Background: an optimization exercise with open tools, aiming at small area. Do not read the settings as production practice.
In this exercise RTL edits were held to simulation tests only and were not proved equivalent to the original.
The flow treats the clock pin as an ideal source. Dropping or thinning the clock tree relies on that and would not hold on a real chip.
Power and IR drop assume default switching activity.

## design/flow/config.mk

```make
export PLATFORM = sky130hd
export DESIGN_NAME = controllerModule
export DESIGN_NICKNAME = controllerModule
export VERILOG_FILES = /design/flow/design.v
export SDC_FILE = /design/flow/constraint.sdc
export NUM_CORES = 4
export LEC_CHECK = 0
export CAP_MARGIN = 20
export CORE_AREA = 2 2 66 66
export CTS_BUF_LIST = sky130_fd_sc_hd__clkbuf_8
export DIE_AREA = 0 0 68 68
export SLEW_MARGIN = 20
```

## design/flow/constraint.sdc

```tcl
create_clock -name core_clock -period 20.0 [get_ports {CLK}]
set_input_delay 4.0000 -clock core_clock [delete_from_list [all_inputs] [get_ports {CLK}]]
set_output_delay 4.0000 -clock core_clock [all_outputs]
set_load 0.01 [all_outputs]
```

## design/flow/design.v

```verilog
module controllerModule(B0, B1, B2, B3, RST, _4BCD, Q1, Q2, Q3, Q4, CLK);
  input B0;
  wire B0;
  input B1;
  wire B1;
  input B2;
  wire B2;
  input B3;
  wire B3;
  input RST;
  wire RST;
  output [15:0] _4BCD;
  wire [15:0] _4BCD;
  output [3:0] Q1;
  reg [3:0] Q1;
  output [3:0] Q2;
  reg [3:0] Q2;
  output [3:0] Q3;
  reg [3:0] Q3;
  output [3:0] Q4;
  reg [3:0] Q4;
  input CLK;
  wire CLK;
  wire _000_;
  wire _001_;
  wire _002_;
  wire _003_;
  wire _004_;
  wire _005_;
  wire _006_;
  wire _007_;
  wire _008_;
  wire _009_;
  wire _010_;
  wire _011_;
  wire _012_;
  wire _013_;
  wire _014_;
  wire _015_;
  wire _016_;
  wire _017_;
  wire _018_;
  wire _019_;
  wire _020_;
  wire _021_;
  wire _022_;
  wire _023_;
  wire _024_;
  wire _025_;
  wire _026_;
  wire _027_;
  wire _028_;
  wire _029_;
  wire _030_;
  wire _031_;
  wire _032_;
  wire _033_;
  wire _034_;
  wire _035_;
  wire _036_;
  wire _037_;
  wire _038_;
  wire _039_;
  wire _040_;
  wire _041_;
  wire _042_;
  wire _043_;
  wire _044_;
  wire _045_;
  wire _046_;
  wire _047_;
  wire _048_;
  wire _049_;
  wire _050_;
  wire _051_;
  wire _052_;
  wire _053_;
  wire _054_;
  wire _055_;
  wire _056_;
  wire _057_;
  wire _058_;
  wire _059_;
  wire _060_;
  wire _061_;
  wire _062_;
  wire _063_;
  wire _064_;
  wire _065_;
  wire _066_;
  wire _067_;
  wire _068_;
  wire _069_;
  wire _070_;
  wire _071_;
  wire _072_;
  wire _073_;
  wire _074_;
  wire _075_;
  wire _076_;
  wire _077_;
  wire _078_;
  wire _079_;
  wire _080_;
  wire _081_;
  wire _082_;
  wire _083_;
  wire _084_;
  wire _085_;
  wire _086_;
  wire _087_;
  wire _088_;
  wire _089_;
  wire _090_;
  wire _091_;
  wire _092_;
  wire _093_;
  wire _094_;
  wire _095_;
  wire _096_;
  wire _097_;
  wire _098_;
  wire _099_;
  wire _100_;
  wire _101_;
  wire _102_;
  wire _103_;
  wire _104_;
  wire _105_;
  wire _106_;
  wire _107_;
  wire _108_;
  wire _109_;
  wire _110_;
  wire _111_;
  wire _112_;
  wire _113_;
  wire _114_;
  wire _115_;
  wire _116_;
  wire _117_;
  wire _118_;
  wire _119_;
  wire _120_;
  wire _121_;
  wire _122_;
  wire _123_;
  wire _124_;
  wire _125_;
  wire _126_;
  wire _127_;
  wire _128_;
  wire _129_;
  wire _130_;
  wire _131_;
  wire _132_;
  wire _133_;
  wire _134_;
  wire _135_;
  wire _136_;
  wire _137_;
  wire _138_;
  wire _139_;
  wire _140_;
  wire _141_;
  wire _142_;
  wire _143_;
  wire _144_;
  wire _145_;
  wire _146_;
  wire _147_;
  wire _148_;
  wire _149_;
  wire _150_;
  wire _151_;
  wire _152_;
  wire _153_;
  wire _154_;
  wire _155_;
  wire _156_;
  wire _157_;
  wire _158_;
  wire _159_;
  wire _160_;
  wire _161_;
  wire _162_;
  wire _163_;
  wire _164_;
  wire _165_;
  wire _166_;
  wire _167_;
  wire _168_;
  wire _169_;
  wire _170_;
  wire _171_;
  wire _172_;
  wire _173_;
  wire _174_;
  wire _175_;
  wire _176_;
  wire _177_;
  wire _178_;
  wire _179_;
  wire _180_;
  wire _181_;
  wire _182_;
  wire _183_;
  wire _184_;
  wire _185_;
  wire _186_;
  wire _187_;
  wire _188_;
  wire _189_;
  wire _190_;
  wire _191_;
  wire _192_;
  wire _193_;
  wire _194_;
  wire _195_;
  wire _196_;
  wire _197_;
  wire _198_;
  wire _199_;
  wire _200_;
  wire _201_;
  wire _202_;
  wire _203_;
  wire _204_;
  wire _205_;
  wire _206_;
  wire _207_;
  wire _208_;
  wire _209_;
  wire _210_;
  wire _211_;
  wire _212_;
  wire _213_;
  wire _214_;
  wire _215_;
  wire _216_;
  wire _217_;
  wire _218_;
  wire _219_;
  wire _220_;
  wire _221_;
  wire _222_;
  wire _223_;
  wire _224_;
  wire _225_;
  wire _226_;
  wire _227_;
  wire _228_;
  wire _229_;
  wire _230_;
  wire _231_;
  wire _232_;
  wire _233_;
  wire _234_;
  wire _235_;
  wire _236_;
  wire _237_;
  wire _238_;
  wire _239_;
  wire _240_;
  wire _241_;
  wire _242_;
  wire _243_;
  wire _244_;
  wire _245_;
  wire _246_;
  wire _247_;
  wire _248_;
  wire _249_;
  wire _250_;
  wire _251_;
  wire _252_;
  wire _253_;
  wire _254_;
  wire _255_;
  wire _256_;
  wire _257_;
  wire _258_;
  wire _259_;
  wire _260_;
  wire _261_;
  wire _262_;
  wire _263_;
  wire _264_;
  wire _265_;
  wire _266_;
  wire _267_;
  wire _268_;
  wire _269_;
  wire _270_;
  wire _271_;
  wire _272_;
  wire _273_;
  wire _274_;
  wire _275_;
  wire _276_;
  wire _277_;
  wire _278_;
  wire _279_;
  wire _280_;
  wire _281_;
  wire _282_;
  wire _283_;
  wire _284_;
  wire _285_;
  wire _286_;
  wire _287_;
  wire _288_;
  wire _289_;
  wire _290_;
  wire _291_;
  wire _292_;
  wire _293_;
  wire _294_;
  wire _295_;
  wire _296_;
  wire _297_;
  wire _298_;
  wire _299_;
  wire _300_;
  wire _301_;
  wire _302_;
  wire _303_;
  wire _304_;
  wire _305_;
  wire _306_;
  wire _307_;
  wire _308_;
  wire _309_;
  wire _310_;
  wire _311_;
  wire _312_;
  wire _313_;
  wire _314_;
  wire _315_;
  wire _316_;
  wire _317_;
  wire _318_;
  wire _319_;
  wire _320_;
  wire _321_;
  wire _322_;
  wire _323_;
  wire _324_;
  wire _325_;
  wire _326_;
  wire _327_;
  wire _328_;
  wire _329_;
  wire _330_;
  wire _331_;
  wire _332_;
  wire _333_;
  wire _334_;
  wire _335_;
  wire _336_;
  wire _337_;
  wire _338_;
  wire _339_;
  wire _340_;
  wire _341_;
  wire _342_;
  wire _343_;
  wire _344_;
  wire _345_;
  wire _346_;
  wire _347_;
  wire _348_;
  wire _349_;
  wire _350_;
  wire _351_;
  wire _352_;
  wire _353_;
  wire _354_;
  wire _355_;
  wire _356_;
  wire _357_;
  wire _358_;
  wire _359_;
  wire _360_;
  wire _361_;
  wire _362_;
  wire _363_;
  wire _364_;
  wire _365_;
  wire _366_;
  wire _367_;
  wire _368_;
  wire _369_;
  wire _370_;
  wire _371_;
  wire _372_;
  wire _373_;
  wire _374_;
  wire _375_;
  wire _376_;
  wire _377_;
  wire _378_;
  wire _379_;
  wire _380_;
  wire _381_;
  wire _382_;
  wire _383_;
  wire _384_;
  wire _385_;
  wire _386_;
  wire _387_;
  wire _388_;
  wire _389_;
  wire _390_;
  wire _391_;
  wire _392_;
  wire _393_;
  wire _394_;
  wire _395_;
  wire _396_;
  wire _397_;
  wire _398_;
  wire _399_;
  wire _400_;
  wire _401_;
  wire _402_;
  wire _403_;
  wire _404_;
  wire _405_;
  wire _406_;
  wire _407_;
  wire _408_;
  wire _409_;
  wire _410_;
  wire _411_;
  wire _412_;
  wire _413_;
  wire _414_;
  wire _415_;
  wire _416_;
  wire _417_;
  wire _418_;
  wire _419_;
  wire _420_;
  wire _421_;
  wire _422_;
  wire _423_;
  wire _424_;
  wire _425_;
  wire _426_;
  wire _427_;
  wire _428_;
  wire _429_;
  wire _430_;
  wire _431_;
  wire _432_;
  wire _433_;
  wire _434_;
  wire _435_;
  wire _436_;
  wire _437_;
  wire _438_;
  wire _439_;
  wire _440_;
  wire _441_;
  wire _442_;
  wire _443_;
  wire _444_;
  wire _445_;
  wire _446_;
  wire _447_;
  wire _448_;
  wire _449_;
  wire _450_;
  wire _451_;
  wire _452_;
  wire _453_;
  wire _454_;
  wire _455_;
  wire _456_;
  wire _457_;
  wire _458_;
  wire _459_;
  wire _460_;
  wire _461_;
  reg Load_q;
  always @(posedge CLK)
    Q4[0] <= _098_;
  always @(posedge CLK)
    Q4[1] <= _094_;
  always @(posedge CLK)
    Q4[2] <= _081_;
  always @(posedge CLK)
    Q4[3] <= _059_;
  always @(posedge CLK)
    Q3[1] <= _079_;
  always @(posedge CLK)
    Q3[2] <= _063_;
  always @(posedge CLK)
    Q3[0] <= _075_;
  always @(posedge CLK)
    Q3[3] <= _033_;
  always @(posedge CLK)
    Q2[1] <= _069_;
  always @(posedge CLK)
    Q2[2] <= _089_;
  always @(posedge CLK)
    Q2[0] <= _044_;
  always @(posedge CLK)
    Q2[3] <= _092_;
  always @(posedge CLK)
    Q1[1] <= _038_;
  always @(posedge CLK)
    Q1[2] <= _049_;
  always @(posedge CLK)
    Q1[0] <= _100_;
  always @(posedge CLK)
    Q1[3] <= _046_;
  always @(posedge CLK)
    Load_q <= _000_;
  assign _082_ = ~Q2[0];
  assign _014_ = ~Q3[0];
  assign _050_ = ~Q4[0];
  assign _104_ = _101_ & _102_;
  assign _026_ = _104_ & _103_;
  assign _101_ = ~B0;
  assign _102_ = ~B1;
  assign _103_ = ~B2;
  assign _105_ = B0 | B1;
  assign _001_ = _105_ | B2;
  assign _002_ = _106_ & _107_;
  assign _106_ = ~B3;
  assign _107_ = ~_001_;
  assign _018_ = ~_002_;
  assign _000_ = _108_ & _109_;
  assign _108_ = ~RST;
  assign _109_ = ~_002_;
  assign _113_ = _110_ & _111_;
  assign _007_ = _113_ & _112_;
  assign _110_ = ~Q2[3];
  assign _111_ = ~Q3[1];
  assign _112_ = ~Q3[0];
  assign _117_ = _114_ & _115_;
  assign _003_ = _117_ & _116_;
  assign _114_ = ~Q1[3];
  assign _115_ = ~Q1[2];
  assign _116_ = ~Q1[1];
  assign _004_ = _118_ & _119_;
  assign _118_ = ~Q2[0];
  assign _119_ = ~Q2[1];
  assign _005_ = _120_ | _121_;
  assign _120_ = ~_003_;
  assign _121_ = ~_004_;
  assign _008_ = _122_ & _123_;
  assign _122_ = ~Q2[2];
  assign _123_ = ~_005_;
  assign _124_ = Q3[3] | Q4[2];
  assign _125_ = _124_ | Q4[1];
  assign _006_ = _125_ | Q4[0];
  assign _129_ = _126_ & _127_;
  assign _009_ = _129_ & _128_;
  assign _126_ = ~Q3[2];
  assign _127_ = ~Q4[3];
  assign _128_ = ~_006_;
  assign _130_ = Q1[0] | B3;
  assign _010_ = _130_ | _001_;
  assign _137_ = _131_ & _132_;
  assign _138_ = _133_ & _134_;
  assign _139_ = _135_ & _136_;
  assign _140_ = _137_ | _138_;
  assign _011_ = _140_ | _139_;
  assign _131_ = ~_007_;
  assign _132_ = ~_010_;
  assign _133_ = ~_008_;
  assign _134_ = ~_010_;
  assign _135_ = ~_009_;
  assign _136_ = ~_010_;
  assign _144_ = _141_ | _142_;
  assign _012_ = _144_ | _143_;
  assign _141_ = ~_007_;
  assign _142_ = ~_008_;
  assign _143_ = ~_011_;
  assign _148_ = _145_ & _146_;
  assign _019_ = _148_ & _147_;
  assign _145_ = ~Q3[3];
  assign _146_ = ~Q3[2];
  assign _147_ = ~_012_;
  assign _149_ = Q3[2] & Q3[3];
  assign _150_ = _012_ & Q3[3];
  assign _020_ = _149_ | _150_;
  assign _154_ = _151_ & _152_;
  assign _013_ = _154_ | _153_;
  assign _151_ = ~Q2[0];
  assign _152_ = ~Q2[1];
  assign _153_ = ~Q2[2];
  assign _015_ = Q2[3] | _155_;
  assign _155_ = ~_013_;
  assign _160_ = _156_ & _157_;
  assign _161_ = _158_ & _159_;
  assign _016_ = _160_ | _161_;
  assign _156_ = ~B1;
  assign _157_ = ~B0;
  assign _158_ = ~_014_;
  assign _159_ = ~B0;
  assign _166_ = _162_ & _163_;
  assign _167_ = _164_ & _165_;
  assign _017_ = _166_ | _167_;
  assign _162_ = ~B0;
  assign _163_ = ~Load_q;
  assign _164_ = ~_014_;
  assign _165_ = ~Load_q;
  assign _172_ = _168_ & _169_;
  assign _173_ = _172_ | _170_;
  assign _021_ = _173_ | _171_;
  assign _168_ = ~_015_;
  assign _169_ = ~_016_;
  assign _170_ = ~_017_;
  assign _171_ = ~_018_;
  assign _177_ = _174_ & _175_;
  assign _030_ = _177_ | _176_;
  assign _174_ = ~_019_;
  assign _175_ = ~_020_;
  assign _176_ = ~_021_;
  assign _181_ = _178_ & _179_;
  assign _022_ = _181_ | _180_;
  assign _178_ = ~Q3[1];
  assign _179_ = ~Q3[0];
  assign _180_ = ~Q3[2];
  assign _023_ = _182_ & _183_;
  assign _182_ = ~_001_;
  assign _183_ = ~_022_;
  assign _024_ = _184_ & _185_;
  assign _184_ = ~Q3[3];
  assign _185_ = ~_023_;
  assign _025_ = _186_ & _187_;
  assign _186_ = ~_021_;
  assign _187_ = ~_024_;
  assign _191_ = _188_ | _189_;
  assign _031_ = _191_ | _190_;
  assign _188_ = ~Q4[3];
  assign _189_ = ~Q4[0];
  assign _190_ = ~_025_;
  assign _027_ = _021_ | _192_;
  assign _192_ = ~_024_;
  assign _028_ = _193_ & _194_;
  assign _193_ = ~Q3[1];
  assign _194_ = ~_026_;
  assign _201_ = _195_ & _196_;
  assign _202_ = _197_ & _198_;
  assign _203_ = _199_ & _200_;
  assign _204_ = _201_ | _202_;
  assign _029_ = _204_ | _203_;
  assign _195_ = ~Q3[1];
  assign _196_ = ~Q3[2];
  assign _197_ = ~Q3[0];
  assign _198_ = ~Q3[2];
  assign _199_ = ~_026_;
  assign _200_ = ~Q3[2];
  assign _205_ = _027_ | _028_;
  assign _032_ = _205_ | _029_;
  assign _212_ = _206_ & _207_;
  assign _213_ = _208_ & _209_;
  assign _214_ = _210_ & _211_;
  assign _215_ = _212_ | _213_;
  assign _033_ = _215_ | _214_;
  assign _206_ = ~_030_;
  assign _207_ = ~RST;
  assign _208_ = ~_031_;
  assign _209_ = ~RST;
  assign _210_ = ~_032_;
  assign _211_ = ~RST;
  assign _037_ = RST | _216_;
  assign _216_ = ~_031_;
  assign _035_ = _217_ | _218_;
  assign _217_ = ~Q1[1];
  assign _218_ = ~_010_;
  assign _034_ = _219_ & _220_;
  assign _219_ = ~Q1[1];
  assign _220_ = ~_010_;
  assign _224_ = _221_ & _222_;
  assign _036_ = _224_ | _223_;
  assign _221_ = ~Q1[3];
  assign _222_ = ~Q1[2];
  assign _223_ = ~_034_;
  assign _229_ = _225_ & _226_;
  assign _230_ = _227_ & _228_;
  assign _038_ = _229_ | _230_;
  assign _225_ = ~_035_;
  assign _226_ = ~_037_;
  assign _227_ = ~_036_;
  assign _228_ = ~_037_;
  assign _039_ = _231_ | _232_;
  assign _231_ = ~_003_;
  assign _232_ = ~_011_;
  assign _235_ = _233_ & _234_;
  assign _040_ = _235_ | Load_q;
  assign _233_ = ~B0;
  assign _234_ = ~B1;
  assign _041_ = _039_ & _040_;
  assign _066_ = _236_ & _237_;
  assign _236_ = ~Q2[0];
  assign _237_ = ~_041_;
  assign _241_ = _238_ & _239_;
  assign _042_ = _241_ | _240_;
  assign _238_ = ~Q2[0];
  assign _239_ = ~_041_;
  assign _240_ = ~_031_;
  assign _246_ = _242_ & _243_;
  assign _247_ = _244_ & _245_;
  assign _043_ = _246_ | _247_;
  assign _242_ = ~Q2[0];
  assign _243_ = ~_042_;
  assign _244_ = ~_041_;
  assign _245_ = ~_042_;
  assign _044_ = _248_ & _249_;
  assign _248_ = ~RST;
  assign _249_ = ~_043_;
  assign _254_ = _250_ & _251_;
  assign _255_ = _254_ & _252_;
  assign _045_ = _255_ | _253_;
  assign _250_ = ~Q1[2];
  assign _251_ = ~Q1[1];
  assign _252_ = ~_010_;
  assign _253_ = ~Q1[3];
  assign _262_ = _256_ & _257_;
  assign _263_ = _258_ & _259_;
  assign _264_ = _260_ & _261_;
  assign _265_ = _262_ | _263_;
  assign _046_ = _265_ | _264_;
  assign _256_ = ~_031_;
  assign _257_ = ~RST;
  assign _258_ = ~_039_;
  assign _259_ = ~RST;
  assign _260_ = ~_045_;
  assign _261_ = ~RST;
  assign _269_ = _266_ & _267_;
  assign _047_ = _269_ | _268_;
  assign _266_ = ~Q1[1];
  assign _267_ = ~_010_;
  assign _268_ = ~Q1[2];
  assign _272_ = Q1[2] | _270_;
  assign _048_ = _272_ | _271_;
  assign _270_ = ~_034_;
  assign _271_ = ~Q1[3];
  assign _277_ = _273_ & _274_;
  assign _278_ = _275_ & _276_;
  assign _049_ = _277_ | _278_;
  assign _273_ = ~_047_;
  assign _274_ = ~_037_;
  assign _275_ = ~_048_;
  assign _276_ = ~_037_;
  assign _283_ = _279_ & _280_;
  assign _284_ = _283_ & _281_;
  assign _051_ = _284_ & _282_;
  assign _279_ = ~Q4[3];
  assign _280_ = ~_050_;
  assign _281_ = ~_021_;
  assign _282_ = ~_024_;
  assign _289_ = _285_ & _286_;
  assign _290_ = _287_ & _288_;
  assign _052_ = _289_ | _290_;
  assign _285_ = ~_050_;
  assign _286_ = ~_051_;
  assign _287_ = ~_019_;
  assign _288_ = ~_051_;
  assign _293_ = Q4[1] & _291_;
  assign _294_ = _292_ & Q4[0];
  assign _053_ = _293_ | _294_;
  assign _291_ = ~Q4[0];
  assign _292_ = ~Q4[1];
  assign _054_ = _295_ & _296_;
  assign _295_ = ~_052_;
  assign _296_ = ~_053_;
  assign _055_ = _297_ & _298_;
  assign _297_ = ~_019_;
  assign _298_ = ~_037_;
  assign _056_ = Q4[3] & _299_;
  assign _299_ = ~RST;
  assign _304_ = _300_ & _301_;
  assign _305_ = _302_ & _303_;
  assign _057_ = _304_ | _305_;
  assign _300_ = ~_054_;
  assign _301_ = ~_056_;
  assign _302_ = ~_055_;
  assign _303_ = ~_056_;
  assign _309_ = _306_ & _307_;
  assign _058_ = _309_ & _308_;
  assign _306_ = ~Q4[2];
  assign _307_ = ~_052_;
  assign _308_ = ~_053_;
  assign _059_ = _310_ & _311_;
  assign _310_ = ~_057_;
  assign _311_ = ~_058_;
  assign _312_ = Q3[3] & _014_;
  assign _313_ = _312_ & _026_;
  assign _060_ = _313_ | _028_;
  assign _317_ = _314_ & _315_;
  assign _061_ = _317_ | _316_;
  assign _314_ = ~_021_;
  assign _315_ = ~_060_;
  assign _316_ = ~_012_;
  assign _321_ = _318_ & _319_;
  assign _322_ = _320_ & _061_;
  assign _062_ = _321_ | _322_;
  assign _318_ = ~Q3[2];
  assign _319_ = ~_061_;
  assign _320_ = ~_029_;
  assign _326_ = _323_ & _324_;
  assign _063_ = _326_ & _325_;
  assign _323_ = ~_019_;
  assign _324_ = ~_037_;
  assign _325_ = ~_062_;
  assign _329_ = _327_ & _040_;
  assign _330_ = _328_ & _040_;
  assign _064_ = _329_ | _330_;
  assign _327_ = ~_008_;
  assign _328_ = ~_011_;
  assign _065_ = _331_ & _332_;
  assign _331_ = ~_015_;
  assign _332_ = ~_064_;
  assign _335_ = Q2[1] & _333_;
  assign _336_ = _334_ & _065_;
  assign _067_ = _335_ | _336_;
  assign _333_ = ~_065_;
  assign _334_ = ~Q2[1];
  assign _339_ = _337_ & _338_;
  assign _340_ = _066_ & _067_;
  assign _068_ = _339_ | _340_;
  assign _337_ = ~_066_;
  assign _338_ = ~_067_;
  assign _069_ = _341_ & _342_;
  assign _341_ = ~_037_;
  assign _342_ = ~_068_;
  assign _347_ = _343_ & _344_;
  assign _348_ = _345_ & _346_;
  assign _070_ = _347_ | _348_;
  assign _343_ = ~B3;
  assign _344_ = ~B0;
  assign _345_ = ~_026_;
  assign _346_ = ~B0;
  assign _071_ = _349_ & _350_;
  assign _349_ = ~Load_q;
  assign _350_ = ~_070_;
  assign _353_ = _351_ & _352_;
  assign _354_ = _065_ & _071_;
  assign _072_ = _353_ | _354_;
  assign _351_ = ~_065_;
  assign _352_ = ~_071_;
  assign _073_ = _355_ | _356_;
  assign _355_ = ~Q3[0];
  assign _356_ = ~_072_;
  assign _074_ = Q3[0] | _072_;
  assign _363_ = _357_ & _358_;
  assign _364_ = _359_ & _360_;
  assign _365_ = _361_ & _362_;
  assign _366_ = _363_ | _364_;
  assign _075_ = _366_ | _365_;
  assign _357_ = ~_031_;
  assign _358_ = ~RST;
  assign _359_ = ~_073_;
  assign _360_ = ~RST;
  assign _361_ = ~_074_;
  assign _362_ = ~RST;
  assign _076_ = _367_ & _368_;
  assign _367_ = ~_001_;
  assign _368_ = ~_074_;
  assign _371_ = _369_ & _370_;
  assign _372_ = Q3[1] & _027_;
  assign _077_ = _371_ | _372_;
  assign _369_ = ~Q3[1];
  assign _370_ = ~_027_;
  assign _375_ = _373_ & _374_;
  assign _376_ = _076_ & _077_;
  assign _078_ = _375_ | _376_;
  assign _373_ = ~_076_;
  assign _374_ = ~_077_;
  assign _380_ = _377_ & _378_;
  assign _079_ = _380_ & _379_;
  assign _377_ = ~_019_;
  assign _378_ = ~_037_;
  assign _379_ = ~_078_;
  assign _383_ = _381_ & _382_;
  assign _384_ = Q4[2] & _054_;
  assign _080_ = _383_ | _384_;
  assign _381_ = ~Q4[2];
  assign _382_ = ~_054_;
  assign _081_ = _385_ & _386_;
  assign _385_ = ~RST;
  assign _386_ = ~_080_;
  assign _085_ = _387_ & _388_;
  assign _387_ = ~_005_;
  assign _388_ = ~_010_;
  assign _393_ = _389_ & _390_;
  assign _394_ = _391_ & _392_;
  assign _084_ = _393_ | _394_;
  assign _389_ = ~_082_;
  assign _390_ = ~_040_;
  assign _391_ = ~Q2[3];
  assign _392_ = ~_040_;
  assign _399_ = _395_ & _396_;
  assign _400_ = _397_ & _398_;
  assign _083_ = _399_ | _400_;
  assign _395_ = ~Q2[0];
  assign _396_ = ~Q2[2];
  assign _397_ = ~Q2[1];
  assign _398_ = ~Q2[2];
  assign _404_ = _401_ & _402_;
  assign _405_ = _403_ & _084_;
  assign _086_ = _404_ | _405_;
  assign _401_ = ~Q2[2];
  assign _402_ = ~_084_;
  assign _403_ = ~_083_;
  assign _087_ = _085_ | _086_;
  assign _409_ = _406_ | _407_;
  assign _088_ = _409_ | _408_;
  assign _406_ = ~Q2[3];
  assign _407_ = ~_085_;
  assign _408_ = ~_086_;
  assign _414_ = _410_ & _411_;
  assign _415_ = _412_ & _413_;
  assign _089_ = _414_ | _415_;
  assign _410_ = ~_087_;
  assign _411_ = ~_037_;
  assign _412_ = ~_088_;
  assign _413_ = ~_037_;
  assign _090_ = _416_ | _417_;
  assign _416_ = ~_065_;
  assign _417_ = ~_086_;
  assign _091_ = _418_ | _419_;
  assign _418_ = ~Q2[3];
  assign _419_ = ~_064_;
  assign _426_ = _420_ & _421_;
  assign _427_ = _422_ & _423_;
  assign _428_ = _424_ & _425_;
  assign _429_ = _426_ | _427_;
  assign _092_ = _429_ | _428_;
  assign _420_ = ~_031_;
  assign _421_ = ~RST;
  assign _422_ = ~_090_;
  assign _423_ = ~RST;
  assign _424_ = ~_091_;
  assign _425_ = ~RST;
  assign _432_ = Q4[1] & _430_;
  assign _433_ = _431_ & _052_;
  assign _093_ = _432_ | _433_;
  assign _430_ = ~_052_;
  assign _431_ = ~Q4[1];
  assign _094_ = _434_ & _435_;
  assign _434_ = ~RST;
  assign _435_ = ~_093_;
  assign _095_ = _436_ & _437_;
  assign _436_ = ~Q4[0];
  assign _437_ = ~_025_;
  assign _096_ = _438_ & _439_;
  assign _438_ = ~_019_;
  assign _439_ = ~_095_;
  assign _444_ = _440_ & _441_;
  assign _445_ = _442_ & _443_;
  assign _097_ = _444_ | _445_;
  assign _440_ = ~_050_;
  assign _441_ = ~_096_;
  assign _442_ = ~_019_;
  assign _443_ = ~_096_;
  assign _449_ = _446_ & _447_;
  assign _098_ = _449_ & _448_;
  assign _446_ = ~RST;
  assign _447_ = ~_051_;
  assign _448_ = ~_097_;
  assign _454_ = _450_ & _451_;
  assign _455_ = _452_ & _453_;
  assign _099_ = _454_ | _455_;
  assign _450_ = ~Q1[0];
  assign _451_ = ~_011_;
  assign _452_ = ~_018_;
  assign _453_ = ~_011_;
  assign _460_ = _456_ & _457_;
  assign _461_ = _458_ & _459_;
  assign _100_ = _460_ | _461_;
  assign _456_ = ~_031_;
  assign _457_ = ~RST;
  assign _458_ = ~_099_;
  assign _459_ = ~RST;
  assign _4BCD = { Q4, Q3, Q2, Q1 };
endmodule
```

## design/flow/flow/run.sh

```bash
#!/bin/bash
# Own layout flow: the standard ORFS flow, with three changes that only
# affect how the layout is made:
#  - ABC maps the logic with an area-oriented script (flow/abc_area.script)
#    instead of the speed script (the clock period leaves plenty of slack);
#  - every input and output port still gets its own buffer, but a buf_1;
#  - the clock tree is a single clkbuf_8 (CTS builds a root and two leaves,
#    flow/post_cts.tcl moves the leaves' registers to the root's net).
# Each tool's log stays under orfs/logs/; make's own output goes to standard.log.
set -euo pipefail
W=$(pwd)
rm -rf "$W/scripts"
cp -r "$FLOW_HOME/scripts" "$W/scripts"
cp "$W/flow/abc_area.script" "$W/scripts/abc_speed.script"
export SCRIPTS_DIR="$W/scripts"
export BUFFER_PORTS_ARGS="-buffer_cell sky130_fd_sc_hd__buf_1"
export CTS_ARGS="-buf_list sky130_fd_sc_hd__clkbuf_8 -root_buf sky130_fd_sc_hd__clkbuf_8 -dont_use_dummy_load -repair_clock_nets"
export POST_CTS_TCL="$W/flow/post_cts.tcl"
bash standard.sh > "$W/standard.log" 2>&1
```

## design/flow/flow/abc_area.script

```
strash
dch -f
&get -n
&nf -a -R 1000
&put
```

## design/flow/flow/post_cts.tcl

```tcl
# Collapse the clock tree to its root buffer: the design has only 17 registers,
# which one clock buffer drives within the slew limit.
set block [ord::get_db_block]
set root [$block findInst clkbuf_0_CLK]
set root_net [[$root findITerm X] getNet]
foreach inst [$block getInsts] {
  set name [$inst getName]
  if { $inst eq $root } { continue }
  if { ![string match "clkbuf_*" $name] } { continue }
  set in_net [[$inst findITerm A] getNet]
  if { $in_net eq "NULL" || [$in_net getName] ne [$root_net getName] } { continue }
  set onet [[$inst findITerm X] getNet]
  foreach it [$onet getITerms] {
    if { [[$it getInst] getName] eq $name } { continue }
    $it disconnect
    $it connect $root_net
  }
  [$inst findITerm A] disconnect
  [$inst findITerm X] disconnect
  odb::dbInst_destroy $inst
  odb::dbNet_destroy $onet
  puts "post_cts: removed clock buffer $name"
}
detailed_placement
check_placement -verbose
estimate_parasitics -placement
report_clock_min_period
```

## design/flow/standard.sh

```bash
#!/bin/bash
# synth_recipe.tcl (not shown) runs the flow's synth.tcl, then flattens the netlist and writes it again
# the make line also repeats each setting of config.mk as NAME=value (left out here)
make -C /OpenROAD-flow-scripts/flow DESIGN_CONFIG=/design/flow/config.mk WORK_HOME=/design/flow/orfs CLKGATE_MAP_FILE= SYNTH_SCRIPT=/design/flow/synth_recipe.tcl "${@:-finish}"
```

==> results of run 1 <==
==> cell usage after synthesis <==
| library cell | n |
|---|---|
| a21oi_1 | 13 |
| nor2_1 | 23 |
| or2_0 | 1 |
| o21a_1 | 2 |
| clkinv_1 | 4 |
| mux2i_1 | 1 |
| and3b_1 | 1 |
| o21ai_0 | 11 |
| xor2_1 | 1 |
| a211oi_1 | 2 |
| nor3b_1 | 1 |
| buf_4 | 16 |
| nand3b_1 | 1 |
| or3_1 | 4 |
| a31oi_1 | 3 |
| o22ai_1 | 2 |
| xnor2_1 | 6 |
| dfxtp_1 | 17 |
| and2_0 | 1 |
| nor3_1 | 7 |
| nand3_1 | 4 |
| a211o_1 | 1 |
| nand2_1 | 8 |
| nand2b_1 | 2 |
| or4_1 | 1 |
| o31ai_1 | 2 |
==> worst paths after layout <==
| check | slack (ns) | cells past startpoint | to | startpoint |
|---|---|---|---|---|
| worst min register to register | 0.56 | 2 | Q1[1] | Q1[1] |
| worst max register to register | 17.56 | 10 | Q4[3] | Q2[0] |
| worst max-delay path | 13.63 | 10 | Q4[3] | B0 |
| worst min-delay path | 0.56 | 2 | Q1[1] | Q1[1] |
==> worst max-delay path: cells and delay by family <==
family / cells / cell delay [ns]
and+or+nand+nor: 5 / 1.54
AOI/OAI and AO/OA: 4 / 0.84
buffers and inverters: 1 / 0.12
==> state kept, by name, summed over array words and instances (netlist names) <==
| name | count |
|---|---|
| Q4 | 4 |
| Q1 | 4 |
| Load_q | 1 |
| Q3 | 4 |
| Q2 | 4 |
==> cells by family (layout without fill, tap and decap cells) <==
| family | after synthesis | count (layout) | synth area share |
|---|---|---|---|
| buffers and inverters | 20 | 42 | 0.134 |
| multiplexers | 1 | 1 | 0.00996 |
| flip-flops | 17 | 17 | 0.339 |
| AO/OA/AOI/OAI | 36 | 36 | 0.204 |
| XOR/XNOR | 7 | 7 | 0.0610 |
| AND/OR/NAND/NOR | 54 | 54 | 0.252 |
==> per-stage QoR <==
stage / std cells / hold slack [ns] / worst slack (ns)
after global placement: 206 / 0.550 / 13.51
final: 207 / 0.555 / 13.63
after floorplan: 135 / 0.534 / 13.76
after global routing: 207 / 0.601 / 13.29
after detailed placement: 206 / 0.534 / 13.44
==> power by group <==
part            total, W  leakage [nW]  internal [W]  switching, W
combinational  0.0000223         0.208    0.00000902     0.0000132
sequential     0.0000416         0.139     0.0000366    0.00000493
clock          0.0000140       0.00719    0.00000468    0.00000933
total          0.0000778         0.354     0.0000503     0.0000275
==> metal layers <==
metal,global-route usage,vias up
li1,-,507
met1,0.163,437
met2,0.210,38
met3,0.0181,2
met4,0.0425,0
met5,0,-
==> layout make-up <==
type | instances | area (um^2)
Fill cell | 469 | 2870
Clock buffer | 1 | 13.8
Multi-Input combinational cell | 98 | 529
Tap cell | 50 | 62.6
Timing Repair Buffer | 37 | 139
Sequential cell | 17 | 340
Inverter | 4 | 15.0
==> flow_summary.yaml, run 1 <==
route:
  routedWlPerCell_um: 11.2
  met3WireLength_um: 199
  drt-initial-drc-count: 59
  routed_wl_mm: 2.33
  wl_met2_mm: 1.04
  post-route-drc-count: 0
  routed.top_layer: "met4"
  wl_met1_mm: 1.08
  via_count: 984
  detail-route-antenna-nets: 0
  routed_via_density: 4.75
  dr.pass1.iters: 4
floorplan:
  start_util: 0.253
  die_h_um: 68
  dieWidth_um: 68
  row_count: 23
  coreArea_um2: 3970
  pin_count: 38
  die_area_um2: 4620
cells_and_area:
  fin_nets: 165
  areaGrowthSynthToFinish_pct: 9.46
  final_common_cell: "buf_1"
  n_antenna_cell: 0
  mostFrequentLayoutCells: "buf_1 (37), nor2_1 (23), dfxtp_1 (17)"
  final_cell_area_um2: 1100
  drive_gt1_frac: 0.00637
  final_core_util: 0.277
global_routing:
  grt_pass1_vias: 888
  grt_pass1_wl_mm: 3.93
  antenna_found_initial: 0
  grt_max_degree: 18
  gr-total-overflow: 0
  gr-usage-all-layers: 0.125
timing:
  rsz0062_at_grt: "no"
  skew_ns: 0.00101
  timing.final.crit_share: 0.318
  period_needed_ns: 6.37
  setup_viol: 0
  hold_violations: 0
  finalSetupTns_ns: 0
  fmax_ghz: 0.157
  worst_pin_slew_ns: 0.544
  max_slew_margin: 0.637
  slew_violations: 0
placed_design:
  hpwl_mm: 1.81
  port_buffers: 37
  place_congestion: 0.800
  postPlaceCellArea_um2: 1090
clock_network:
  cts_sinks: 17
  clk_pin_slew_ns: 0.11
  clk_latency_ns: 0.16
worst_setup_path:
  cp_cell_sequence: "buf_1, or3_1, or3_1, a31oi_1, nand3_1, or3_1, o21ai_0, nand2_1, o22ai_1, o21a_1"
  crit_slowest_cell: "or3_1"
  crit_path_end_kind: "register"
  worstPathMaxFanout: 6
  crit_arrival_ns: 6.49
  start_kind: "primary input"
  slowest_delay_ns: 0.43
  path_common_cell: "or3_1"
  worstPathRequired_ns: 20.12
  criticalPathCategory: "in2reg"
power:
  p_total_w: 0.0000778
  ir_worst_vdd_mv: 0.0307
  powerDensity_nw_per_um2: 70.8
  p_leak_nw: 0.354
logic_synthesis:
  ys_warn_count: 1
  syn_nets: 141
  netlist_area_um2: 1000
  yosysSeqAreaShare: 0.339
  synth_cell_types: 26
  synth_top_area_frac: 0.339
  syn-instance-count: 135
  synth.avg_cell_area_um2: 7.44
  ys_seq_elements: 17
  synth_area_leaders: "dfxtp_1 (34%), buf_4 (12%), nor2_1 (8.6%)"
  yosysTopAreaCell: "dfxtp_1"
status:
  status: "complete, no violations"
job:
  cap_violations: 0
worst_hold_path:
  hp-class: "reg2reg"
==> run 2: changes to the inputs <==
==> design/flow/flow/run.sh (replaced) <==
#!/bin/bash
# Own layout flow: the standard ORFS flow, with changes that only
# affect how the layout is made:
#  - ABC optimises and maps the logic for area (flow/abc_area.script: a
#    deterministic &deepsyn run, then area mapping) instead of the speed
#    script, as the clock period leaves plenty of slack; half/full adders are
#    not extracted before ABC;
#  - every input and output port still gets its own buffer, but a buf_1;
#  - the clock tree is a single clkbuf_8 (CTS builds a root and two leaves,
#    flow/post_cts.tcl moves the leaves' registers to the root's net).
# Each tool's log stays under orfs/logs/; make's own output goes to standard.log.
set -euo pipefail
W=$(pwd)
rm -rf "$W/scripts"
cp -r "$FLOW_HOME/scripts" "$W/scripts"
cp "$W/flow/abc_area.script" "$W/scripts/abc_speed.script"
export SCRIPTS_DIR="$W/scripts"
# no separate half/full-adder extraction: ABC sees all of the logic
export ADDER_MAP_FILE=
export BUFFER_PORTS_ARGS="-buffer_cell sky130_fd_sc_hd__buf_1"
export CTS_ARGS="-buf_list sky130_fd_sc_hd__clkbuf_8 -root_buf sky130_fd_sc_hd__clkbuf_8 -dont_use_dummy_load -repair_clock_nets"
export POST_CTS_TCL="$W/flow/post_cts.tcl"
bash standard.sh > "$W/standard.log" 2>&1
==> design/flow/flow/abc_area.script (replaced) <==
strash
&get -n
&deepsyn -J 200 -S 0
&dch -f
&nf -a -R 1000 -p
&put
==> flow_summary.yaml, run 2 <==
timing:
  setup_viol: 0
  period_needed_ns: 6.51
  worst_pin_slew_ns: 0.558
  finalSetupTns_ns: 0
  max_slew_margin: 0.628
  slew_violations: 0
  timing.final.crit_share: 0.325
  skew_ns: 0.00254
  rsz0062_at_grt: "no"
  fmax_ghz: 0.154
  hold_violations: 0
  worst_slack_ns: 13.49
  whs_ns: 0.534
logic_synthesis:
  synth_area_leaders: "dfxtp_1 (34%), buf_4 (12%), nor2_1 (8.3%)"
  synth.avg_cell_area_um2: 7.52
  ys_warn_count: 1
  synth_cell_types: 24
  synth_common_cells: "nor2_1 (22), dfxtp_1 (17), buf_4 (16)"
  syn_nets: 138
  async_flop_share: 0
  syn-instance-count: 132
  yosysTopAreaCell: "dfxtp_1"
  yosysSeqAreaShare: 0.343
  synthMostInstantiatedCell: "nor2_1"
  synth_edf_count: 0
  netlist_area_um2: 992
  ys_seq_elements: 17
  synth_top_area_frac: 0.343
  synth_ff_type: "dfxtp_1"
worst_setup_path:
  worstReg2RegStart: "Q1[0]"
  criticalPathCategory: "in2reg"
  r2r-end: "Q4[2]"
  worstPathRequired_ns: 20.05
  worstPathMaxFanout: 6
  crit_arrival_ns: 6.56
  reg2reg_depth: 9
  crit_path_end_kind: "register"
  reg2reg_slack_ns: 17.49
  start_kind: "primary input"
power:
  powerDensity_nw_per_um2: 72.8
  intPower_w: 0.0000510
  p_sw_frac: 0.356
  pwr-share-comb: 0.293
  ir_worst_vdd_mv: 0.0301
  p_sw_w: 0.0000282
  p_leak_nw: 0.351
  p_seq_frac: 0.531
  power.share.clock: 0.176
cells_and_area:
  final_common_cell: "buf_1"
  n_antenna_cell: 0
  areaGrowthSynthToFinish_pct: 9.58
  drive_gt1_frac: 0.00649
  multi_input_area_um2: 517
  mostFrequentLayoutCells: "buf_1 (37), nor2_1 (22), dfxtp_1 (17)"
  fin_nets: 162
  final_cell_area_um2: 1090
  seq_area_um2: 340
  final_cells: 204
  fillers: 469
route:
  detail-route-antenna-nets: 0
  routed_via_density: 4.60
  dr.pass1.iters: 4
  post-route-drc-count: 0
  routed_wl_mm: 2.23
  drt-initial-drc-count: 49
  routedWlPerCell_um: 10.9
  via_count: 939
floorplan:
  dieWidth_um: 68
  die_h_um: 68
  coreArea_um2: 3970
  start_util: 0.250
  pin_count: 38
  die_area_um2: 4620
  row_count: 23
placed_design:
  place_congestion: 0.804
  hpwl_mm: 1.76
  port_buffers: 37
  place_ws_ns: 13.30
  postPlaceCellArea_um2: 1070
  dpl.cell_count: 203
worst_hold_path:
  hold_depth: 2
  hp-class: "reg2reg"
  worstHoldStart: "Q1[3]"
  holdPathEnd: "Q1[2]"
clock_network:
  clk_latency_ns: 0.16
  clk_pin_slew_ns: 0.11
  cts_sinks: 17
global_routing:
  gr-total-overflow: 0
  antenna_found_initial: 0
  grt_pass1_vias: 755
  gr-usage-all-layers: 0.119
  grt_max_degree: 18
  grt_pass1_wl_mm: 3.65
status:
  status: "complete, no violations"
job:
  cap_violations: 0
## run 2: changes by cell type after synthesis, sizes merged, moves of 2 or more
cell,before,now
o21ai,11,8
a21oi,13,11
a31oi,3,5
nand2b,2,4
or2,1,3
## run 2: cell families after synthesis
family,count (synthesis),synth area share
xor gates and xnor gates,9,0.0794
DFF,17,0.343
AOI/OAI and AO/OA,32,0.187
and+or+nand+nor,53,0.245
muxes,1,0.0101
buffers and inverters,20,0.136
## run 2: worst max-delay path by stage
| stage | from | endpoint | slack [ns] | depth (start not counted) |
|---|---|---|---|---|
| after global placement | B0 | Q4[2] | 13.38 | 11 |
| after floorplan | B2 | Q4[3] | 13.64 | 10 |
| after global routing | B0 | Q4[3] | 13.24 | 11 |
| final | B0 | Q4[2] | 13.49 | 11 |
| after detailed placement | B0 | Q4[2] | 13.30 | 11 |
## run 2: cell type report
cell class,count,area share
repair buffers,37,0.128
clock buffers,1,0.0127
flip-flops and latches,17,0.313
inverters,4,0.0138
well taps,50,0.0575
multi-input cells,95,0.475
## run 2: metal layers
metal	up-vias	part of all wire	track usage
met1	411	0.51	0.188
li1	488	-	-
met2	38	0.41	0.170
met3	2	0.072	0.0181
met4	0	0.0054	0.0200
met5	-	0	0
## run 2: critical path, cell delays in order
cell     delay [ns]
buf_1          0.13
or3_1          0.42
or3_1          0.42
a31oi_1        0.34
nand3_1        0.16
or3_1          0.37
or2_0          0.23
o21ai_0        0.13
nand2_1        0.15
xor2_1         0.16
nor2_1         0.05
## run 2: power by group through the flow
stage	Combinational [W]	Sequential [W]	Clock, W
2_1_floorplan	0.0000189	0.0000431	0
3_3_place_gp	0.0000233	0.0000429	0
3_5_place_dp	0.0000233	0.0000429	0
5_1_grt	0.0000266	0.0000429	0.0000162
6_report	0.0000231	0.0000420	0.0000139
## run 2: through the flow
stage                power, W  utilization
floorplan           0.0000620            -
global placement    0.0000662        0.270
detailed placement  0.0000662        0.270
global route        0.0000857        0.274
finish              0.0000791        0.274
==> run 3: changes to the inputs <==
--- a/design/flow/flow/run.sh
+++ b/design/flow/flow/run.sh
@@ -18,6 +18,6 @@
 # no separate half/full-adder extraction: ABC sees all of the logic
 export ADDER_MAP_FILE=
 export BUFFER_PORTS_ARGS="-buffer_cell sky130_fd_sc_hd__buf_1"
-export CTS_ARGS="-buf_list sky130_fd_sc_hd__clkbuf_8 -root_buf sky130_fd_sc_hd__clkbuf_8 -dont_use_dummy_load -repair_clock_nets"
+export CTS_ARGS="-buf_list sky130_fd_sc_hd__buf_6 -root_buf sky130_fd_sc_hd__buf_6 -dont_use_dummy_load -repair_clock_nets"
 export POST_CTS_TCL="$W/flow/post_cts.tcl"
 bash standard.sh > "$W/standard.log" 2>&1
==> flow_summary.yaml, run 3 <==
status:
  status: "complete, no violations"
clock_network:
  cts_sinks: 17
  clk_pin_slew_ns: 0.11
  clk_latency_ns: 0.14
timing:
  finalSetupTns_ns: 0
  whs_ns: 0.534
  period_needed_ns: 6.54
  worst_pin_slew_ns: 0.565
  skew_ns: 0.00458
  timing.final.crit_share: 0.327
  fmax_ghz: 0.153
  hold_violations: 0
  slew_violations: 0
  rsz0062_at_grt: "no"
  max_slew_margin: 0.623
  setup_viol: 0
floorplan:
  dieWidth_um: 68
  start_util: 0.250
  pin_count: 38
  coreArea_um2: 3970
  row_count: 23
  die_area_um2: 4620
  die_h_um: 68
worst_setup_path:
  crit_slowest_cell: "or3_1"
  crit_start: "B0"
  worstPathRequired_ns: 20.02
  worstPathMaxFanout: 6
  crit_arrival_ns: 6.57
  reg2reg_slack_ns: 17.48
  criticalPathCategory: "in2reg"
  worstReg2RegStart: "Q1[0]"
  cp_cell_sequence: "buf_1, or3_1, or3_1, a31oi_1, nand3_1, or3_1, or2_0, o21ai_0, nand2_1, xor2_1, nor2_1"
  crit_path_end_kind: "register"
  path_common_cell: "or3_1"
  slowest_delay_ns: 0.42
  start_kind: "primary input"
placed_design:
  place_congestion: 0.804
  port_buffers: 37
  hpwl_mm: 1.76
logic_synthesis:
  syn_nets: 138
  async_flop_share: 0
  synth_cell_types: 24
  synth_area_leaders: "dfxtp_1 (34%), buf_4 (12%), nor2_1 (8.3%)"
  netlist_area_um2: 992
  yosysSeqAreaShare: 0.343
  syn-instance-count: 132
  synth_top_area_frac: 0.343
  ys_seq_elements: 17
  synth_ff_type: "dfxtp_1"
  synth_common_cells: "nor2_1 (22), dfxtp_1 (17), buf_4 (16)"
  yosysTopAreaCell: "dfxtp_1"
  synth_edf_count: 0
  synth.avg_cell_area_um2: 7.52
  synthMostInstantiatedCell: "nor2_1"
  ys_warn_count: 1
cells_and_area:
  fin_nets: 162
  n_antenna_cell: 0
  multi_input_area_um2: 517
  fillers: 469
  final_common_cell: "buf_1"
  mostFrequentLayoutCells: "buf_1 (37), nor2_1 (22), dfxtp_1 (17)"
  drive_gt1_frac: 0.00649
  areaGrowthSynthToFinish_pct: 9.33
  seq_area_um2: 340
global_routing:
  grt_pass1_wl_mm: 3.65
  gr-usage-all-layers: 0.119
  grt_pass1_vias: 755
  grt_max_degree: 18
  antenna_found_initial: 0
  gr-total-overflow: 0
job:
  cap_violations: 0
route:
  post-route-drc-count: 0
  detail-route-antenna-nets: 0
  routed_via_density: 4.49
  routed_wl_mm: 2.21
  dr.pass1.iters: 4
  routedWlPerCell_um: 10.8
  via_count: 915
  drt-initial-drc-count: 33
worst_hold_path:
  worstHoldStart: "Q1[3]"
  hp-class: "reg2reg"
power:
  p_leak_nw: 0.350
  powerDensity_nw_per_um2: 71.9
  ir_worst_vdd_mv: 0.0288
==> run 3: cell counts after synthesis <==
Identical to the previous run, type by type.
==> run 3: cells by family (layout without fill, tap and decap cells) <==
family | count (synthesis) | in the layout | share of synthesized area
and+or+nand+nor | 53 | 53 | 0.245
buffers and inverters | 20 | 42 | 0.136
AOI/OAI and AO/OA | 32 | 32 | 0.187
DFF | 17 | 17 | 0.343
muxes | 1 | 1 | 0.0101
xor gates and xnor gates | 9 | 9 | 0.0794
==> run 3: critical path, delay by kind of cell <==
family	cells	cell delay, ns
buffers and inverters	1	0.13
XOR/XNOR	1	0.16
AND/OR/NAND/NOR	7	1.81
AO/OA/AOI/OAI	2	0.48
==> run 3: metal layers <==
metal,track usage,share of wire,up-vias
met1,0.188,0.52,396
met5,0,0,-
met2,0.170,0.41,29
li1,-,-,488
met3,0.0181,0.061,2
met4,0.0200,0.0054,0
==> run 3: per-stage QoR <==
step	setup slack [ns]	power (W)	instance area [um^2]	instances	util
after floorplan	13.64	0.0000620	992	132	-
after global placement	13.38	0.0000662	1070	203	0.270
after detailed placement	13.30	0.0000662	1070	203	0.270
after global routing	13.22	0.0000850	1080	204	0.273
final	13.46	0.0000780	1080	204	0.273
==> run 3: final timing paths <==
check,endpoint,cells after the start
setup / recovery,Q4[2],11
hold / removal,Q1[2],2
setup reg to reg,Q4[2],9
hold reg to reg,Q1[2],2
==> run 3: report_power, final <==
part / internal [W] / switching (W) / leakage (nW)
Clock: 0.00000406 / 0.00000880 / 0.00605
Combinational: 0.00000937 / 0.0000138 / 0.205
Sequential: 0.0000369 / 0.00000507 / 0.139
==> run 3: cell type report <==
type                       count  share of cell area
clock buffer                   1              0.0104
inverter                       4              0.0138
sequential                    17               0.314
timing repair buffer          37               0.128
multi-input combinational     95               0.476
tap                           50              0.0577
==> run 4: changes to the inputs <==
--- a/design/flow/flow/run.sh
+++ b/design/flow/flow/run.sh
@@ -6,7 +6,7 @@
 #    script, as the clock period leaves plenty of slack; half/full adders are
 #    not extracted before ABC;
 #  - every input and output port still gets its own buffer, but a buf_1;
-#  - the clock tree is a single clkbuf_8 (CTS builds a root and two leaves,
+#  - the clock tree is a single buf_6 (CTS builds a root and two leaves,
 #    flow/post_cts.tcl moves the leaves' registers to the root's net).
 # Each tool's log stays under orfs/logs/; make's own output goes to standard.log.
 set -euo pipefail
--- a/design/flow/config.mk
+++ b/design/flow/config.mk
@@ -7,6 +7,6 @@
 export LEC_CHECK = 0
 export CAP_MARGIN = 20
 export CORE_AREA = 2 2 66 66
-export CTS_BUF_LIST = sky130_fd_sc_hd__clkbuf_8
+export CTS_BUF_LIST = sky130_fd_sc_hd__clkbuf_4
 export DIE_AREA = 0 0 68 68
 export SLEW_MARGIN = 20
==> flow_summary.yaml, run 4 <==
placed_design:
  port_buffers: 37
  hpwl_mm: 1.76
  place_ws_ns: 13.30
  place_congestion: 0.804
timing:
  worst_pin_slew_ns: 0.565
  worst_slack_ns: 13.46
  slew_violations: 0
  max_slew_margin: 0.623
  period_needed_ns: 6.54
  hold_violations: 0
  rsz0062_at_grt: "no"
  skew_ns: 0.00458
  fmax_ghz: 0.153
  setup_viol: 0
  timing.final.crit_share: 0.327
  finalSetupTns_ns: 0
route:
  detail-route-antenna-nets: 0
  via_count: 915
  routedWlPerCell_um: 10.8
  dr.pass1.iters: 4
  post-route-drc-count: 0
  routed_via_density: 4.49
  routed_wl_mm: 2.21
  drt-initial-drc-count: 33
floorplan:
  dieWidth_um: 68
  start_util: 0.250
  die_h_um: 68
  pin_count: 38
  die_area_um2: 4620
  row_count: 23
  coreArea_um2: 3970
cells_and_area:
  areaGrowthSynthToFinish_pct: 9.33
  mostFrequentLayoutCells: "buf_1 (37), nor2_1 (22), dfxtp_1 (17)"
  fin_nets: 162
  fillers: 469
  drive_gt1_frac: 0.00649
  final_common_cell: "buf_1"
  n_antenna_cell: 0
clock_network:
  cts_sinks: 17
  clk_latency_ns: 0.14
  clk_pin_slew_ns: 0.11
worst_setup_path:
  crit_path_end_kind: "register"
  crit_arrival_ns: 6.57
  r2r-end: "Q4[2]"
  criticalPathCategory: "in2reg"
  crit_start: "B0"
  worstReg2RegStart: "Q1[0]"
  reg2reg_slack_ns: 17.48
  reg2reg_depth: 9
  worstPathMaxFanout: 6
  start_kind: "primary input"
  worstPathRequired_ns: 20.02
logic_synthesis:
  synth_cell_types: 24
  synth.avg_cell_area_um2: 7.52
  ys_warn_count: 1
  synth_top_area_frac: 0.343
  yosysSeqAreaShare: 0.343
  netlist_area_um2: 992
  synth_area_leaders: "dfxtp_1 (34%), buf_4 (12%), nor2_1 (8.3%)"
  synth_edf_count: 0
  synth_ff_type: "dfxtp_1"
  synth_common_cells: "nor2_1 (22), dfxtp_1 (17), buf_4 (16)"
  ys_seq_elements: 17
  synthMostInstantiatedCell: "nor2_1"
  syn-instance-count: 132
  async_flop_share: 0
  yosysTopAreaCell: "dfxtp_1"
  syn_nets: 138
global_routing:
  gr-usage-all-layers: 0.119
  antenna_found_initial: 0
  grt_max_degree: 18
  grt_pass1_wl_mm: 3.65
  gr-total-overflow: 0
  grt_pass1_vias: 755
worst_hold_path:
  hp-class: "reg2reg"
  hold_depth: 2
  holdPathEnd: "Q1[2]"
  worstHoldStart: "Q1[3]"
power:
  ir_worst_vdd_mv: 0.0288
  p_leak_nw: 0.350
  powerDensity_nw_per_um2: 71.9
job:
  cap_violations: 0
status:
  status: "complete, no violations"
run 4: final cells by class:
class | instances | area [um^2] | share of cell area
multi-input cells | 95 | 517 | 0.476
flip-flops and latches | 17 | 340 | 0.314
repair buffers | 37 | 139 | 0.128
well taps | 50 | 62.6 | 0.0577
inverters | 4 | 15.0 | 0.0138
clock buffers | 1 | 11.3 | 0.0104
run 4: per-stage QoR:
stage                     total power, W  utilization  hold WS (ns)  area, um^2  cells
after floorplan                0.0000620            -         0.517         992    132
after global placement         0.0000662        0.270         0.511        1070    203
after detailed placement       0.0000662        0.270         0.522        1070    203
after global routing           0.0000850        0.273         0.564        1080    204
final                          0.0000780        0.273         0.534        1080    204
run 4: worst max path at each step:
| stage | endpoint | slack [ns] | cells past startpoint |
|---|---|---|---|
| 6_report | Q4[2] | 13.46 | 11 |
| 5_1_grt | Q4[3] | 13.22 | 11 |
| 3_5_place_dp | Q4[2] | 13.30 | 11 |
| 3_3_place_gp | Q4[2] | 13.38 | 11 |
| 2_1_floorplan | Q4[3] | 13.64 | 10 |
run 4: routing by layer:
| metal | vias to the layer above | share of wire | GRT usage |
|---|---|---|---|
| met5 | - | 0 | 0 |
| met4 | 0 | 0.0054 | 0.0200 |
| met3 | 2 | 0.061 | 0.0181 |
| met2 | 29 | 0.41 | 0.170 |
| met1 | 396 | 0.52 | 0.188 |
| li1 | 488 | - | - |
run 4: worst max-delay path, stage by stage:
cell and delay [ns]:
buf_1 0.13, or3_1 0.42, or3_1 0.42, a31oi_1 0.35, nand3_1 0.16, or3_1 0.38
or2_0 0.23, o21ai_0 0.13, nand2_1 0.15, xor2_1 0.16, nor2_1 0.05
run 4: logic make-up (layout without fill, tap and decap cells):
kind of cell / after synthesis / in the layout / synth area share
AND/OR/NAND/NOR: 53 / 53 / 0.245
AO/OA/AOI/OAI: 32 / 32 / 0.187
buffers and inverters: 20 / 42 / 0.136
flip-flops: 17 / 17 / 0.343
XOR/XNOR: 9 / 9 / 0.0794
multiplexers: 1 / 1 / 0.0101
run 4: power by group:
| part | internal (W) | leakage, nW | total (W) | switching [W] |
|---|---|---|---|---|
| registers | 0.0000369 | 0.139 | 0.0000420 | 0.00000507 |
| clock network | 0.00000406 | 0.00605 | 0.0000129 | 0.00000880 |
| logic | 0.00000937 | 0.205 | 0.0000232 | 0.0000138 |
| total | 0.0000503 | 0.350 | 0.0000780 | 0.0000277 |

what the ideal ports hide:
How much do the figures lean on ideal ports? The routed layouts below were timed once more, with nothing changed but the port constraints.
Step 1, drivers: a clkbuf_16 drives CLK and a buf_2 each remaining input, both assumed.
Step 2, shift: input delay + t, output delay - t, t = (earliest + latest rising clock arrival at the registers) / 2. This alone moves slack from input paths to output paths.
Slacks: no drivers / after step 1 / after step 2; pairs: no drivers / after step 1.
run	t, ns	setup slack, ns	pins driven straight from the clock port
run 1	0.185	13.631 / 13.634 / 13.448	1
run 2	0.185	13.492 / 13.495 / 13.309	1
run 3	0.162	13.455 / 13.459 / 13.297	1
run 4	0.162	13.455 / 13.459 / 13.297	1
After both steps setup and hold are still met in every run listed.
